Source: an optimization exercise on an open RTL-to-GDS flow (aim: small area, a short achievable clock period and few clock cycles per item). Production flows keep margins and buffers that such runs may drop.
RTL that was checked went through simulation tests only; none was proved equivalent to the original.

==> flow/design.v (excerpt) <==
module Divider_Modulo (clk, reset, mode, valid_in, divisor, dividend, result, valid_out);
input wire clk, reset, mode, valid_in;
input wire [31:0] dividend;
input wire [15:0] divisor;
output reg valid_out;
output wire [31:0] result;
reg [14:0] rA, rB;    
reg [16:0] shA, shB;  
reg [14:0] dA, dB;    
reg mA, mB, vA;       
wire [14:0] r0, r1;
wire [16:0] sh0, sh1;
wire [16:0] res;
div_stage0 u_stage0 (.dividend(dividend), .d(divisor[14:0]), .r_out(r0), .sh_out(sh0));
div_stage1 u_stage1 (.r_in(rA), .sh_in(shA), .d(dA), .r_out(r1), .sh_out(sh1));
div_stage2 u_stage2 (.r_in(rB), .sh_in(shB), .d(dB), .mode(mB), .result(res));
always @(posedge clk) begin
	rA <= r0; shA <= sh0; dA <= divisor[14:0]; mA <= mode;
	rB <= r1; shB <= sh1; dB <= dA; mB <= mA;
end
always @(posedge clk or posedge reset) begin
	if (reset) begin
		vA <= 1'b0;
		valid_out <= 1'b0;
	end else begin
		vA <= valid_in;
		valid_out <= vA;
	end
end
assign result = {15'b0, res};
endmodule
For scale: ~98 flip-flops, about 85 I/O pins.
clock: 25.0 ns
lec_check: 0
abc_area: 1
cap_margin: 20
core_margin: 2
core_utilization: 40
slew_margin: 20
synth_hierarchical: 1
standard.sh (not shown) runs the stock make flow with config.mk's settings and CLKGATE_MAP_FILE= SYNTH_SCRIPT=/design/flow/synth_recipe.tcl, a recipe that flattens the netlist after the stock synthesis.
==> flow/flow/run.sh <==
#!/bin/bash
# Own layout flow: the standard synthesis unchanged, then the standard
# layout with these changes:
#  - ports are buffered with buf_4 cells instead of the slow delay buffers the
#    default port buffering picks;
#  - timing repair works to a setup slack margin of 14 ns (worst endpoint
#    only), so that after clock tree synthesis it speeds up the critical paths
#    although every path already meets the 25 ns clock;
set -euo pipefail
bash standard.sh synth > synth.log 2>&1
bash standard.sh "BUFFER_PORTS_ARGS=-buffer_cell sky130_fd_sc_hd__buf_4" \
  SETUP_SLACK_MARGIN=14 TNS_END_PERCENT=0 SKIP_INCREMENTAL_REPAIR=1 finish > layout.log 2>&1
Testbench counts at the start, summed over its fixed seeds: cycles 8,000, items 4,000.
Rerun with:
--- a/flow/design.v
+++ b/flow/design.v
@@ -1,43 +1,46 @@
 module Divider_Modulo (clk, reset, mode, valid_in, divisor, dividend, result, valid_out);
 input wire clk, reset, mode, valid_in;
 input wire [31:0] dividend;
 input wire [15:0] divisor;
 output reg valid_out;
 output wire [31:0] result;
 reg [14:0] rA, rB;    
 reg [16:0] shA, shB;  
-reg [14:0] dA, dB;    
+reg [14:0] ndA, ndB;  
 reg mA, mB, vA;       
 wire [14:0] r0, r1;
 wire [16:0] sh0, sh1;
 wire [16:0] res;
-div_stage0 u_stage0 (.dividend(dividend), .d(divisor[14:0]), .r_out(r0), .sh_out(sh0));
-div_stage1 u_stage1 (.r_in(rA), .sh_in(shA), .d(dA), .r_out(r1), .sh_out(sh1));
-div_stage2 u_stage2 (.r_in(rB), .sh_in(shB), .d(dB), .mode(mB), .result(res));
+wire [14:0] nd0;
+div_stage0 u_stage0 (.dividend(dividend), .d(divisor[14:0]), .r_out(r0), .sh_out(sh0), .nd_out(nd0));
+div_stage1 u_stage1 (.r_in(rA), .sh_in(shA), .nd(ndA), .r_out(r1), .sh_out(sh1));
+div_stage2 u_stage2 (.r_in(rB), .sh_in(shB), .nd(ndB), .mode(mB), .result(res));
 always @(posedge clk) begin
-	rA <= r0; shA <= sh0; dA <= divisor[14:0]; mA <= mode;
-	rB <= r1; shB <= sh1; dB <= dA; mB <= mA;
+	rA <= r0; shA <= sh0; ndA <= nd0; mA <= mode;
+	rB <= r1; shB <= sh1; ndB <= ndA; mB <= mA;
 end
 always @(posedge clk or posedge reset) begin
 	if (reset) begin
 		vA <= 1'b0;
 		valid_out <= 1'b0;
 	end else begin
 		vA <= valid_in;
 		valid_out <= vA;
 	end
 end
 assign result = {15'b0, res};
 endmodule
-module div_stage0 (dividend, d, r_out, sh_out);
+module div_stage0 (dividend, d, r_out, sh_out, nd_out);
 input wire [31:0] dividend;
 input wire [14:0] d;
+output wire [14:0] nd_out;   
+assign nd_out = ~d;
 output wire [14:0] r_out;
 output wire [16:0] sh_out;
 wire [15:0] a_0a = dividend[31:16];
 wire [0:0] q_0a;
 wire [14:0] r_0a;
 wire s0a_1_g0 = a_0a[0] | ~d[0];
 wire s0a_1_g1 = a_0a[1] & ~d[1];
 wire s0a_1_p1 = a_0a[1] | ~d[1];
 wire s0a_1_g2 = a_0a[2] & ~d[2];
@@ -481,22 +484,23 @@
 assign r_0e[10] = a_0e[10] ^ ((h0e_1 & ~(d[10] ^ s0e_1_G5_9)));
 assign r_0e[11] = a_0e[11] ^ ((h0e_1 & ~(d[11] ^ s0e_1_G6_10)));
 assign r_0e[12] = a_0e[12] ^ ((h0e_1 & ~(d[12] ^ s0e_1_G4_11)));
 assign r_0e[13] = a_0e[13] ^ ((h0e_1 & ~(d[13] ^ s0e_1_G6_12)));
 assign r_0e[14] = a_0e[14] ^ ((h0e_1 & ~(d[14] ^ s0e_1_G5_13)));
 wire [16:0] sh_0e = {sh_0d[15:0], q_0e};
 assign r_out = r_0e;
 assign sh_out = sh_0e[16:0];
 endmodule
-module div_stage1 (r_in, sh_in, d, r_out, sh_out);
+module div_stage1 (r_in, sh_in, nd, r_out, sh_out);
 input wire [14:0] r_in;
 input wire [16:0] sh_in;
-input wire [14:0] d;
+input wire [14:0] nd;    
+wire [14:0] d = ~nd;
 output wire [14:0] r_out;
 output wire [16:0] sh_out;
 wire [15:0] a_1a = {r_in, sh_in[16:16]};
 wire [0:0] q_1a;
 wire [14:0] r_1a;
 wire s1a_1_g0 = a_1a[0] | ~d[0];
 wire s1a_1_g1 = a_1a[1] & ~d[1];
 wire s1a_1_p1 = a_1a[1] | ~d[1];
 wire s1a_1_g2 = a_1a[2] & ~d[2];
@@ -1210,22 +1214,23 @@
 assign r_1h[10] = a_1h[10] ^ ((h1h_1 & ~(d[10] ^ s1h_1_G5_9)));
 assign r_1h[11] = a_1h[11] ^ ((h1h_1 & ~(d[11] ^ s1h_1_G6_10)));
 assign r_1h[12] = a_1h[12] ^ ((h1h_1 & ~(d[12] ^ s1h_1_G4_11)));
 assign r_1h[13] = a_1h[13] ^ ((h1h_1 & ~(d[13] ^ s1h_1_G6_12)));
 assign r_1h[14] = a_1h[14] ^ ((h1h_1 & ~(d[14] ^ s1h_1_G5_13)));
 wire [16:0] sh_1h = {sh_1g[15:0], q_1h};
 assign r_out = r_1h;
 assign sh_out = sh_1h[16:0];
 endmodule
-module div_stage2 (r_in, sh_in, d, mode, result);
+module div_stage2 (r_in, sh_in, nd, mode, result);
 input wire [14:0] r_in;
 input wire [16:0] sh_in;
-input wire [14:0] d;
+input wire [14:0] nd;    
+wire [14:0] d = ~nd;
 input wire mode;
 output wire [16:0] result;
 wire [15:0] a_2a = {r_in, sh_in[16:16]};
 wire [0:0] q_2a;
 wire [14:0] r_2a;
 wire s2a_1_g0 = a_2a[0] | ~d[0];
 wire s2a_1_g1 = a_2a[1] & ~d[1];
 wire s2a_1_p1 = a_2a[1] | ~d[1];
 wire s2a_1_g2 = a_2a[2] & ~d[2];
After rerunning:
- The new run completed without violations
- first-iteration DRC count went up by about 24%
- cell area went up by 0.54%
- synthesized area went up by 0.33%
- clock skew went down by 0.0044 ns
- die area went up by about 0.33%
- non-clock buffer count went up by 4
For the second run of this note, only the layout was checked, not whether the RTL still works.

## what the ideal ports hide
Ports are ideal in the flow. The routed layouts listed here were re-timed in OpenROAD. Step 1: set_driving_cell puts a clkbuf_16 on clk and a buf_2 on each other input, an assumption about the parent block. Step 2, shift: input delay + t, output delay - t, t = (earliest + latest rising clock arrival at the registers) / 2. This alone moves slack from input paths to output paths. Three values: ideal, step 1, step 2; two values: the first two.
| run | t (ns) | setup slack, ns | worst setup path after step 2 | clock arrival spread, ns |
|---|---|---|---|---|
| the first run | 0.439 | 14.070 / 14.019 / 13.672 | input to register | 0.017 / 0.017 |
| the second run | 0.415 | 13.906 / 13.849 / 13.576 | input to register | 0.013 / 0.013 |
After both steps every run listed still meets setup and hold. For the first run, which loses most, drivers alone change the setup slack by -0.051 ns; drivers and shift together by -0.398 ns.
